This is an optimization exercise on Yosys and OpenROAD, whose aim is small area, not a production implementation. Function was checked by simulation only, so behaviour that the tests miss may differ from the original. Power figures rest on the tool's default switching activity, not on a simulated workload.

==> run P: inputs <==
// Processor_Top
module Processor_Top(
    input clock,
    input reset_n,
    output [31:0] instr_addr,
    input [31:0] instr_data,
    output dmem_we,
    output [31:0] dmem_wdata,
    input [31:0] dmem_rdata,
    output [31:0] alu_output,
    output [31:0] current_instruction,
    output [31:0] next_pc_value,
    output branch_active
);
==> flow/config.mk <==
export PLATFORM = sky130hd
export DESIGN_NAME = Processor_Top
export DESIGN_NICKNAME = Processor_Top
export VERILOG_FILES = /design/flow/design.v
export SDC_FILE = /design/flow/constraint.sdc
export NUM_CORES = 8
export LEC_CHECK = 0
export CAP_MARGIN = 20
export CORE_MARGIN = 2
export CORE_UTILIZATION = 40
export CTS_BUF_LIST = sky130_fd_sc_hd__clkbuf_8
export CTS_CLUSTER_DIAMETER = 60
export CTS_CLUSTER_SIZE = 16
export SLEW_MARGIN = 20
export SYNTH_HIERARCHICAL = 1
==> flow/constraint.sdc <==
create_clock -name core_clock -period 25.0 [get_ports {clock}]
set_input_delay 5.0000 -clock core_clock [delete_from_list [all_inputs] [get_ports {clock}]]
set_output_delay 5.0000 -clock core_clock [all_outputs]
set_load 0.01 [all_outputs]
run.sh (not shown) runs the stock make flow with config.mk's settings and CLKGATE_MAP_FILE= SYNTH_SCRIPT=/design/flow/synth_recipe.tcl, a recipe that flattens the netlist after the stock synthesis.
==> run Y: changes against run P <==
--- a/flow/design.v
+++ b/flow/design.v
@@ -217,10 +217,14 @@
     input [31:0] b,           
     input [15:0] imm,
     input use_imm,
     input lt_s, lt_u,
     input c_add, c_sub, c_mul, c_and, c_or, c_nor, c_xor, c_slt, c_sltu, c_lui, c_sll, c_srl,
+    input fp,
+    input [23:0] fp_ms,
+    input [7:0] fp_d,
+    output [23:0] fp_ma,
     output [31:0] result
 );
     wire [31:0] bi = use_imm ? {{16{imm[15]}}, imm} : b;
     wire [31:0] bs = bi ^ {32{c_sub}};
     wire [31:0] sum, p, g;
@@ -228,15 +232,22 @@
     wire [31:0] o = p | g;                   
     function [31:0] rev32(input [31:0] x);
         integer k;
         for (k = 0; k < 32; k = k + 1) rev32[k] = x[31-k];
     endfunction
+    function [23:0] rev24(input [23:0] x);
+        integer k;
+        for (k = 0; k < 24; k = k + 1) rev24[k] = x[23-k];
+    endfunction
     wire shift = c_sll | c_srl;
-    wire [31:0] mx = c_srl ? rev32(b) : b;
-    wire [31:0] my = shift ? (32'd1 << a[4:0]) : a;
+    wire [31:0] mx = fp ? {8'd0, rev24(fp_ms)} : c_srl ? rev32(b) : b;
+    wire [4:0] amt = fp ? fp_d[4:0] : a[4:0];
+    wire far = fp & (fp_d[7:5] != 3'd0);     
+    wire [31:0] my = (shift | fp) ? ((32'd1 << amt) & {32{~far}}) : a;
     wire [31:0] prod;
     Mul32lo mul (.x(mx), .y(my), .p(prod));
+    assign fp_ma = rev24(prod[23:0]);
     assign result = ({32{c_add | c_sub}} & sum) |
                     ({32{c_mul | c_sll}} & prod) |
                     ({32{c_srl}} & rev32(prod)) |
                     ({32{c_and}} & g) |
                     ({32{c_or}} & o) |
@@ -2022,11 +2033,14 @@
 endmodule
 module FPU (
     input [31:0] a,
     input [31:0] b,
     input is_sub,
-    output [31:0] y
+    output [31:0] y,
+    output [23:0] ms,
+    output [7:0] d,
+    input [23:0] ma
 );
     wire s1 = a[31], s2 = b[31];
     wire swap, swapn;                        
     FP_Gt31 cmp (.a(b[30:0]), .b(a[30:0]), .gt(swap), .gtn(swapn));
     wire [30:0] big, sml;
@@ -2037,15 +2051,12 @@
             FP_Mux2 ms (.s(swap), .sn(swapn), .a1(a[i]), .a0(b[i]), .y(sml[i]));
         end
     endgenerate
     wire [7:0] eb = big[30:23], es = sml[30:23];
     wire [23:0] mb = {|eb, big[22:0]};
-    wire [23:0] ms = {|es, sml[22:0]};
-    wire [7:0] d;
+    assign ms = {|es, sml[22:0]};
     FP_Sub8 dsub (.a(eb), .b(es), .d(d));
-    wire [23:0] ma;
-    FP_Shr24 sh (.x(ms), .d(d), .y(ma));
     wire eff_sub = s1 ^ s2 ^ is_sub;
     wire [24:0] m;
     FP_AddSub25 add (.a(mb), .b(ma), .sub(eff_sub), .s(m));
     wire sign = s1 ^ (eff_sub & (d == 8'd0) & swapn);
     wire [7:0] e = eb + {7'd0, m[24]};
@@ -2067,36 +2078,10 @@
     assign d = a - b;
 endmodule
 module FP_Mux2(input s, input sn, input a1, input a0, output y);
     assign y = (s & a1) | (sn & a0);
 endmodule
-module FP_And2(input a, input b, output y);
-    assign y = a & b;
-endmodule
-module FP_Shr24(input [23:0] x, input [7:0] d, output [23:0] y);
-    wire kill = d[7] | d[6] | d[5] | (d[4] & d[3]);
-    wire [4:0] s, sn;
-    assign s[3:0] = d[3:0];
-    assign sn[3:0] = ~d[3:0];
-    assign s[4] = d[4] & ~kill;
-    assign sn[4] = ~d[4] & ~kill;
-    wire [23:0] l [0:5];
-    assign l[0] = x;
-    genvar k, i;
-    generate
-        for (k = 0; k < 5; k = k + 1) begin : lv
-            for (i = 0; i < 24; i = i + 1) begin : b
-                if (i + (1 << k) < 24) begin : m
-                    FP_Mux2 u (.s(s[k]), .sn(sn[k]), .a1(l[k][i + (1 << k)]), .a0(l[k][i]), .y(l[k+1][i]));
-                end else begin : z
-                    FP_And2 u (.a(sn[k]), .b(l[k][i]), .y(l[k+1][i]));
-                end
-            end
-        end
-    endgenerate
-    assign y = l[5];
-endmodule
 module FP_AddSub25(input [23:0] a, input [23:0] b, input sub, output [24:0] s);
     wire co;
     FP_Add24c add (.a(a), .b(b ^ {24{sub}}), .ci(sub), .s(s[23:0]), .co(co));
     assign s[24] = co & ~sub;
 endmodule
@@ -2314,20 +2299,24 @@
         .rs(rs), .rt(rt), .rd(rd),
         .int_we(int_we), .fp_we(fp_we), .wdata(wdata),
         .rs_val(rs_val), .rt_val(rt_val), .fs_val(fs_val), .ft_val(ft_val)
     );
     wire lt_s, lt_u, eq;
+    wire [23:0] fp_ms, fp_ma;
+    wire [7:0] fp_d;
     ALU_Unit ALU (
         .a(rs_val), .b(rt_val), .imm(imm), .use_imm(use_imm),
+        .fp(w_fpu), .fp_ms(fp_ms), .fp_d(fp_d), .fp_ma(fp_ma),
         .lt_s(lt_s), .lt_u(lt_u),
         .c_add(c_add), .c_sub(c_sub), .c_mul(c_mul), .c_and(c_and), .c_or(c_or),
         .c_nor(c_nor), .c_xor(c_xor), .c_slt(c_slt), .c_sltu(c_sltu), .c_lui(c_lui),
         .c_sll(c_sll), .c_srl(c_srl),
         .result(alu_output)
     );
     wire [31:0] fpu_y;
-    FPU FP (.a(fs_val), .b(ft_val), .is_sub(fp_sub), .y(fpu_y));
+    FPU FP (.a(fs_val), .b(ft_val), .is_sub(fp_sub), .y(fpu_y),
+            .ms(fp_ms), .d(fp_d), .ma(fp_ma));
     Branch_Control BC (
         .a(rs_val), .b(rt_val), .op(ins[31:26]),
         .lt_s(lt_s), .lt_u(lt_u), .taken(branch_active)
     );
     assign wdata = w_mem  ? dmem_rdata :
==> flow/flow/run.sh (new file) <==
#!/bin/bash
# Own layout flow: the standard flow (standard.sh, with its standard
# synthesis unchanged) with three layout settings changed:
#  - port buffers are sky130_fd_sc_hd__buf_1 cells (every port still gets one);
#  - the clock tree is built without dummy loads, in clusters of at most 16
#    sinks within 60 um, from clkbuf_8 cells;
#  - after global routing, gates off the critical paths are downsized
#    (repair_timing -recover_power).
# Each tool's full log is in orfs/logs/ as the standard flow writes it; make's
# own output goes to flow_make.log.
set -euo pipefail
export BUFFER_PORTS_ARGS="-buffer_cell sky130_fd_sc_hd__buf_1"
export CTS_ARGS="-sink_clustering_enable -repair_clock_nets -dont_use_dummy_load -sink_clustering_size 16 -sink_clustering_max_diameter 60 -buf_list sky130_fd_sc_hd__clkbuf_8"
export RECOVER_POWER=100
bash standard.sh > flow_make.log 2>&1
==> flow/standard.sh (new file) <==
#!/bin/bash
# synth_recipe.tcl (not shown) runs the flow's synth.tcl, then flattens the netlist and writes it again
# the make line also repeats each setting of config.mk as NAME=value (left out here)
make -C /OpenROAD-flow-scripts/flow DESIGN_CONFIG=/design/flow/config.mk WORK_HOME=/design/flow/orfs CLKGATE_MAP_FILE= SYNTH_SCRIPT=/design/flow/synth_recipe.tcl "${@:-finish}"
removed: flow/run.sh
==> comparison <==
Run P went through all stages and came out clean. Run Y ran to the end with violations: max-capacitance violations, max-slew violations. In run Y the cell area is smaller than in run P, by 1.4%. Synthesized cell count is about the same in run Y and run P. Against run Y, the routed wire length of run P is smaller by about 2.4%. In run Y the hold slack is lower than in run P, by 0.0052 ns. Of run Y and run P, run Y has the higher power (gap 0.64%, measured against run P). Of run Y and run P, run Y has the higher non-clock buffer count (gap 95). Against run Y, the worst setup slack of run P is better by 2.5 ns. Of run P and run Y, run Y has the higher sequential share of layout area (gap 0.51 points). In run Y the register-to-register slack is lower than in run P, by 4.4 ns.
==> figures <==
Result of the run: run P finished clean; run Y failed layout checks
Reasons for failing layout checks: run P -; run Y max-capacitance violations, max-slew violations
Worst-path fanout max: run P 46; run Y 41
Layout filler cell count: run P 23170; run Y 23230
Area of combinational cells with multiple inputs: run P 58890 µm²; run Y 58370 µm²
Clock group total power: run P 1.96 mW; run Y 1.73 mW
Layout overhead on the synthesized area: run P 12.96%; run Y 12.13%
Total power: run P 9.175 mW; run Y 9.233 mW
Startpoint of the most critical hold path: run P RF.ir[31][16]; run Y RF.ir[23][11]
Number of buffers created by CTS: run P 161; run Y 167
Slowest CP cell: run P clkdlybuf4s50_1; run Y or3b_1
Clock Buffer Count: run P 174; run Y 167
Total combinational power: run P 3.32 mW; run Y 3.57 mW
Clock group share of total power: run P 21.3%; run Y 18.7%
Number of cells on the critical path: run P 32; run Y 45
Non-clock buffer share: run P 4.610%; run Y 4.409%
Setup slack on the worst flop-to-flop path: run P 10.96 ns; run Y 6.58 ns
Launching point of the worst reg2reg path: run P RF.fr[12][13]; run Y RF.fr[21][25]
PD cells: run P 81.18 nW/µm²; run Y 82.85 nW/µm²
Setup crit start: run P instr_data[22]; run Y instr_data[17]

==> port drivers added, routing unchanged <==
Ports are ideal in the flow. The routed layouts listed here were re-timed in OpenROAD. Step 1: set_driving_cell puts a clkbuf_16 on clock and a buf_2 on each other input, an assumption about the parent block. Step 2 times the ports against the registers' clock, not the clock port: input delays grow and output delays shrink by t, the midpoint of the rising clock arrivals with the driver on. a / b / c = ideal ports / drivers / drivers and shift; a / b = the first two.
run	t (ns)	setup WS [ns]	hold slack, ns	worst register clock-pin slew, ns	worst slew at a driven data input, ns
run P	1.117	2.861 / 2.830 / 2.830	0.500 / 0.500 / 0.500	0.11 / 0.11	0.04
run Y	1.060	0.350 / 0.326 / 0.326	0.495 / 0.495 / 0.495	0.11 / 0.11	0.05
For run P, which loses most, drivers alone change the setup slack by -0.031 ns; drivers and shift together by -0.031 ns.
